Background: an optimization exercise with open tools, aiming at small area, a short achievable clock period and few clock cycles. Do not read the settings as production practice.
Function was checked by simulation only, so behaviour that the tests miss may differ from the original.
Power figures rest on the tool's default switching activity, not on a simulated workload.

Design knn_top, start of the top module:
module knn_top #(
    parameter DATA_WIDTH = 8,
    parameter FEATURES   = 8,
    parameter K          = 5
    )(
    input                           clk                 ,
    input                           rst_n               ,
    input [DATA_WIDTH*FEATURES-1:0] train_data          ,
    input                           train_label         ,
    input                           data_valid          ,
    input                           training_done       ,
    input [DATA_WIDTH*FEATURES-1:0] test_data           ,
    output                          predicted_valid_o   ,
    output                          predicted_label_o
    );
clock: 21.0 ns
lec_check: 0
cap_margin: 20
core_margin: 2
core_utilization: 75
cts_buf_list: sky130_fd_sc_hd__clkbuf_4
cts_cluster_diameter: 80
cts_cluster_size: 40
slew_margin: 20
standard.sh (not shown) runs the stock make flow with config.mk's settings and CLKGATE_MAP_FILE= SYNTH_SCRIPT=/design/flow/synth_recipe.tcl, a recipe that flattens the netlist after the stock synthesis.
==> flow/flow/run.sh <==
#!/bin/bash
set -euo pipefail
bash standard.sh synth > synth.log 2>&1
bash standard.sh SETUP_SLACK_MARGIN=15.5 TNS_END_PERCENT=100 \
    BUFFER_PORTS_ARGS="-buffer_cell sky130_fd_sc_hd__buf_1"  finish > layout.log 2>&1
Testbench counts at the start, summed over its fixed seeds: cycles 49,352.
Next try:
CTS_BUF_LIST = not set   (was sky130_fd_sc_hd__clkbuf_4)
CTS_CLUSTER_DIAMETER = not set   (was 80)
CTS_CLUSTER_SIZE = not set   (was 40)
Outcome:
- power went up by about a fifth
- combinational power climbs by roughly a tenth
- routed wire length went up by well over a third
- sequential share of layout area came out lower by 1.5 points
- clock-buffer cell count climbs by 5
- design area rose by a few percent
- synthesized area does not change
- die area stays the same
Next try:
==> flow/flow/run.sh (replaced) <==
#!/bin/bash
set -euo pipefail
bash standard.sh synth > synth.log 2>&1
bash standard.sh BUFFER_PORTS_ARGS="-buffer_cell sky130_fd_sc_hd__buf_1"  finish > layout.log 2>&1
CORE_UTILIZATION = 65   (was 75)
CTS_BUF_LIST = sky130_fd_sc_hd__clkbuf_8   (was not set)
CTS_CLUSTER_DIAMETER = 80   (was not set)
CTS_CLUSTER_SIZE = 40   (was not set)
Result: The changed run completed without violations. Worst hold slack got worse by 0.0047 ns. Maximum frequency is about the same. Sequential cell count is unchanged.

---

== fjord ==
The RTL this note starts from:
==> flow/design.v <==
`timescale 1ns / 1ps
module knn_distance_cal (
    input             clk,
    input             rst_n,
    input      [63:0] train_data,
    input             train_label,
    input             sample_valid,
    input      [63:0] test_data,
    output     [7:0]  distance_o,
    output            label_o,
    output            valid_o
    );
    function [8:0] addnot(input [7:0] a, input [7:0] b);
        reg [7:0] g, t, G, T;
        integer i, j, k;
        begin
            g = a & ~b;
            t = a | ~b;
            G = g;
            T = t;
            for (k = 0; k < 3; k = k + 1)
                for (i = 0; i < 8; i = i + 1)
                    if (i & (1 << k)) begin
                        j = ((i >> k) << k) - 1;
                        G[i] = G[i] | (T[i] & G[j]);
                        T[i] = T[i] & T[j];
                    end
            addnot[0] = ~(a[0] ^ b[0]);
            for (i = 1; i < 8; i = i + 1)
                addnot[i] = ~(a[i] ^ b[i]) ^ G[i-1];
            addnot[8] = G[7];
        end
    endfunction
    reg  [71:0] s_q;                   
    reg         label_q;
    reg         valid_q;
    reg  [71:0] s_d;
    integer f;
    always @(*)
        for (f = 0; f < 8; f = f + 1)
            s_d[f*9 +: 9] = addnot(train_data[f*8 +: 8], test_data[f*8 +: 8]);
    always @(posedge clk) begin
        s_q     <= s_d;
        label_q <= train_label;
        if (!rst_n) valid_q <= 1'b0;
        else        valid_q <= sample_valid;
    end
    function gt9(input [8:0] a, input [8:0] b);
        integer j;
        reg r;
        begin
            r = 1'b0;
            for (j = 0; j < 9; j = j + 1)
                r = (a[j] & ~b[j]) | ((a[j] | ~b[j]) & r);
            gt9 = r;
        end
    endfunction
    function [8:0] max2(input [8:0] a, input [8:0] b);
        max2 = gt9(a, b) ? a : b;
    endfunction
    function [8:0] key(input [8:0] cs);
        key = {cs[7:0] ^ {8{~cs[8]}}, cs[8]};
    endfunction
    wire [8:0] k0   = max2(key(s_q[ 8: 0]), key(s_q[17: 9]));
    wire [8:0] k1   = max2(key(s_q[26:18]), key(s_q[35:27]));
    wire [8:0] k2   = max2(key(s_q[44:36]), key(s_q[53:45]));
    wire [8:0] k3   = max2(key(s_q[62:54]), key(s_q[71:63]));
    wire [8:0] k01  = max2(k0, k1);
    wire [8:0] k23  = max2(k2, k3);
    wire [7:0] d01  = k01[8:1] + k01[0];
    wire [7:0] d23  = k23[8:1] + k23[0];
    wire [7:0] cheb = gt9(k01, k23) ? d01 : d23;
    reg [7:0] cheb_q;
    reg       label_q2;
    reg       valid_q2;
    always @(posedge clk) begin
        cheb_q   <= cheb;
        label_q2 <= label_q;
        if (!rst_n) valid_q2 <= 1'b0;
        else        valid_q2 <= valid_q;
    end
    assign distance_o = cheb_q;
    assign label_o    = label_q2;
    assign valid_o    = valid_q2;
endmodule
`timescale 1ns / 1ps
module knn_distance_comporator #(
    parameter K = 5
    )
    (
    input             clk,
    input             rst_n,
    input      [7:0]  distance_i,
    input             label_i,
    input             valid_i,         
    input             clear_i,         
    input             show_i,          
    output reg        valid_o,
    output reg        label_o
    );
    reg [8*K-1:0] ndist;               
    reg [K-1:0]   lab;
    reg [8*K-1:0] ndist_d;
    reg [K-1:0]   lab_d;
    reg [K-1:0]   lt;                  
    reg [K-1:0]   take_prev, take_new, keep;
    wire          clr = ~rst_n | clear_i;
    function lt8(input [7:0] a, input [7:0] b);
        integer j;
        reg r;
        begin
            r = 1'b0;
            for (j = 0; j < 8; j = j + 1)
                r = (~a[j] & b[j]) | ((~a[j] | b[j]) & r);
            lt8 = r;
        end
    endfunction
    function [7:0] top_dist(input integer i);
        top_dist = ~ndist[8*i +: 8];
    endfunction
    integer i;
    always @(*) begin
        for (i = 0; i < K; i = i + 1)
            lt[i] = valid_i & lt8(distance_i, top_dist(i));
        for (i = 0; i < K; i = i + 1) begin
            take_prev[i] = ~clr & (i > 0 ? lt[i > 0 ? i-1 : 0] : 1'b0);
            take_new[i]  = ~clr & lt[i] & (i > 0 ? ~lt[i > 0 ? i-1 : 0] : 1'b1);
            keep[i]      = ~clr & ~lt[i];
        end
        for (i = 0; i < K; i = i + 1) begin
            ndist_d[8*i +: 8] = ({8{take_prev[i]}} & (i > 0 ? ndist[8*(i > 0 ? i-1 : 0) +: 8] : 8'h00))
                              | ({8{take_new[i]}}  & ~distance_i)
                              | ({8{keep[i]}}      & ndist[8*i +: 8]);
            lab_d[i] = (take_prev[i] & (i > 0 ? lab[i > 0 ? i-1 : 0] : 1'b0))
                     | (take_new[i]  & label_i)
                     | (keep[i]      & lab[i]);
        end
    end
    reg [2:0] sum4;
    reg       last;
    always @(*) begin
        sum4 = 3'd0;
        for (i = 0; i < K-1; i = i + 1)
            sum4 = sum4 + lab[i];
        last = lt[K-1] ? label_i : lab[K-1];
    end
    wire vote = (sum4 > (K/2)) | ((sum4 == (K/2)) & last);
    always @(posedge clk) begin
        ndist <= ndist_d;
        lab   <= lab_d;
        if (!rst_n) begin
            valid_o <= 1'b0;
            label_o <= 1'b0;
        end else begin
            valid_o <= show_i;
            label_o <= show_i & vote;
        end
    end
endmodule
`timescale 1ns / 1ps
module knn_top #(
    parameter DATA_WIDTH = 8,
    parameter FEATURES   = 8,
    parameter K          = 5
    )(
    input                           clk                 ,
    input                           rst_n               ,
    input [DATA_WIDTH*FEATURES-1:0] train_data          ,
    input                           train_label         ,
    input                           data_valid          ,
    input                           training_done       ,
    input [DATA_WIDTH*FEATURES-1:0] test_data           ,
    output                          predicted_valid_o   ,
    output                          predicted_label_o
    );
    wire [7:0] distance;
    wire       label;
    wire       dvalid;
    reg td1;
    always @(posedge clk) begin
        if (!rst_n) td1 <= 1'b0;
        else        td1 <= training_done;
    end
    knn_distance_cal knn_distance_cal_inst (
        .clk          (clk                          ),
        .rst_n        (rst_n                        ),
        .train_data   (train_data                   ),
        .train_label  (train_label                  ),
        .sample_valid (data_valid & ~training_done  ),
        .test_data    (test_data                    ),
        .distance_o   (distance                     ),
        .label_o      (label                        ),
        .valid_o      (dvalid                       )
    );
    knn_distance_comporator #(
        .K (K)
    ) knn_distance_comparator_inst (
        .clk        (clk                                ),
        .rst_n      (rst_n                              ),
        .distance_i (distance                           ),
        .label_i    (label                              ),
        .valid_i    (dvalid                             ),
        .clear_i    (predicted_valid_o & ~training_done ),
        .show_i     (training_done & td1                ),
        .valid_o    (predicted_valid_o                  ),
        .label_o    (predicted_label_o                  )
    );
endmodule
Settings: LEC_CHECK=0, CAP_MARGIN=20, CORE_MARGIN=2, CORE_UTILIZATION=75, CTS_BUF_LIST=sky130_fd_sc_hd__clkbuf_4, CTS_CLUSTER_DIAMETER=80, CTS_CLUSTER_SIZE=40, PLACE_DENSITY=0.85, SLEW_MARGIN=20; clock period 21.0 ns.
==> flow/flow/run.sh <==
#!/bin/bash
set -euo pipefail
bash standard.sh synth > synth.log 2>&1
bash standard.sh SETUP_SLACK_MARGIN=15.5 TNS_END_PERCENT=100 \
    BUFFER_PORTS_ARGS="-buffer_cell sky130_fd_sc_hd__buf_1"  finish > layout.log 2>&1
Testbench counts of fjord, summed over its fixed seeds: cycles 49,352.
### fjord -> amber
diff --git a/flow/flow/run.sh b/flow/flow/run.sh
--- a/flow/flow/run.sh
+++ b/flow/flow/run.sh
@@ -1,0 +2,6 @@
+# Standard ORFS layout, with two changes to how it is made (the SDC, the clock
+# period and the standard synthesis are the standard flow's, unchanged):
+#  - port buffers are sky130_fd_sc_hd__buf_1 instead of the delay buffer that
+#    buffer_ports picks by default;
+#  - timing repair aims for extra setup slack (SETUP_SLACK_MARGIN), so that the
+#    achieved period, not just the 21 ns clock, is what repair works on.
diff --git a/flow/config.mk b/flow/config.mk
--- a/flow/config.mk
+++ b/flow/config.mk
@@ -10,2 +10,2 @@
-export CORE_UTILIZATION = 75
-export CTS_BUF_LIST = sky130_fd_sc_hd__clkbuf_4
+export CORE_UTILIZATION = 65
+export CTS_BUF_LIST = sky130_fd_sc_hd__clkbuf_8
@@ -14 +13,0 @@
-export PLACE_DENSITY = 0.85
==> comparison <==
Higher data arrival time of the worst path among amber and fjord: fjord
Delta (amber minus fjord): wire length of the first global-routing pass moved down, number of buffers outside the clock class in the layout climbed 2.8%, wire length went down about 6%, global-route usage over all layers went down by 5.2 points, multi-input gate share of the layout cell area shrank by 1.2 points.
Of amber and fjord, the lower setup slack on the worst flop-to-flop path belongs to fjord.
Compare amber and fjord | signed area change from the synthesized netlist to the final layout higher: amber
The critical path launch point comes out test_data[16] in one run and test_data[32] in the other, namely in fjord and amber respectively.
Summary of amber over fjord: flip-flop and latch share of the layout cell area now smaller; total inserted antenna cells decreased by 1 relative to the old numbers; clock share of power higher.
diff inputs: amber => garnet
==> flow/flow/run.sh <==
#!/bin/bash
set -euo pipefail
bash standard.sh synth > synth.log 2>&1
bash standard.sh SETUP_SLACK_MARGIN=15.5 TNS_END_PERCENT=100 \
    BUFFER_PORTS_ARGS="-buffer_cell sky130_fd_sc_hd__buf_1"  finish > layout.log 2>&1
diff --git a/flow/config.mk b/flow/config.mk
--- a/flow/config.mk
+++ b/flow/config.mk
@@ -8 +8 @@
-export CAP_MARGIN = 20
+export CAP_MARGIN = 0
@@ -10,2 +10,2 @@
-export CORE_UTILIZATION = 65
-export CTS_BUF_LIST = sky130_fd_sc_hd__clkbuf_8
+export CORE_UTILIZATION = 75
+export CTS_BUF_LIST = sky130_fd_sc_hd__clkbuf_4
@@ -14 +14 @@
-export SLEW_MARGIN = 20
+export SLEW_MARGIN = 0
Compared with amber, garnet shows placed cell count lower by 2.3%. In garnet, design area is lower than in amber. Diff garnet..amber | number of antenna diodes | unchanged. Compared with amber, power density over cell area in garnet decreased by a few percent. Overall routing resource usage, amber and garnet: smaller value in amber. Changes observed in garnet relative to amber: total power of the final layout now smaller; routed length on met3 now larger; total half-perimeter wirelength after legalization and detailed placement now larger; clock buffer instance count of the final layout now larger; maximum frequency from static timing analysis now larger. Against amber, garnet reports a critical path required time that is higher.

## static timing again, ports no longer ideal
The results above use ideal ports. As a check the final layouts listed here were re-extracted and re-timed, cells and wires unchanged.
Step 1 sets driving cells, clkbuf_16 on the clock port and buf_2 on the other inputs (assumed; they add their load-dependent delay and slew).
Step 2, shift: input delay + t, output delay - t, t = (earliest + latest rising clock arrival at the registers) / 2. This alone moves slack from input paths to output paths.
a / b / c = ideal ports / drivers / drivers and shift; a / b = the first two.
run | t, ns | setup WS [ns] | worst setup path at the end | worst data-port slew with drivers (ns) | cell pins on the clock port's net
the first run of note 1 | 0.569 | 15.587 / 15.602 / 15.033 | input to register | 0.04 | 1
the second run of note 1 | 0.470 | 15.188 / 15.169 / 14.699 | input to register | 0.07 | 1
the third run of note 1 | 0.474 | 15.193 / 15.193 / 14.933 | input to register | 0.05 | 1
fjord | 0.609 | 15.619 / 15.637 / 15.029 | input to register | 0.06 | 1
amber | 0.490 | 15.561 / 15.573 / 15.083 | input to register | 0.05 | 1
garnet | 0.569 | 15.587 / 15.602 / 15.033 | input to register | 0.04 | 1
After both steps every run listed still meets setup and hold. The setup slack of fjord, which loses most, moves by +0.018 ns with the drivers and by -0.590 ns with both steps.
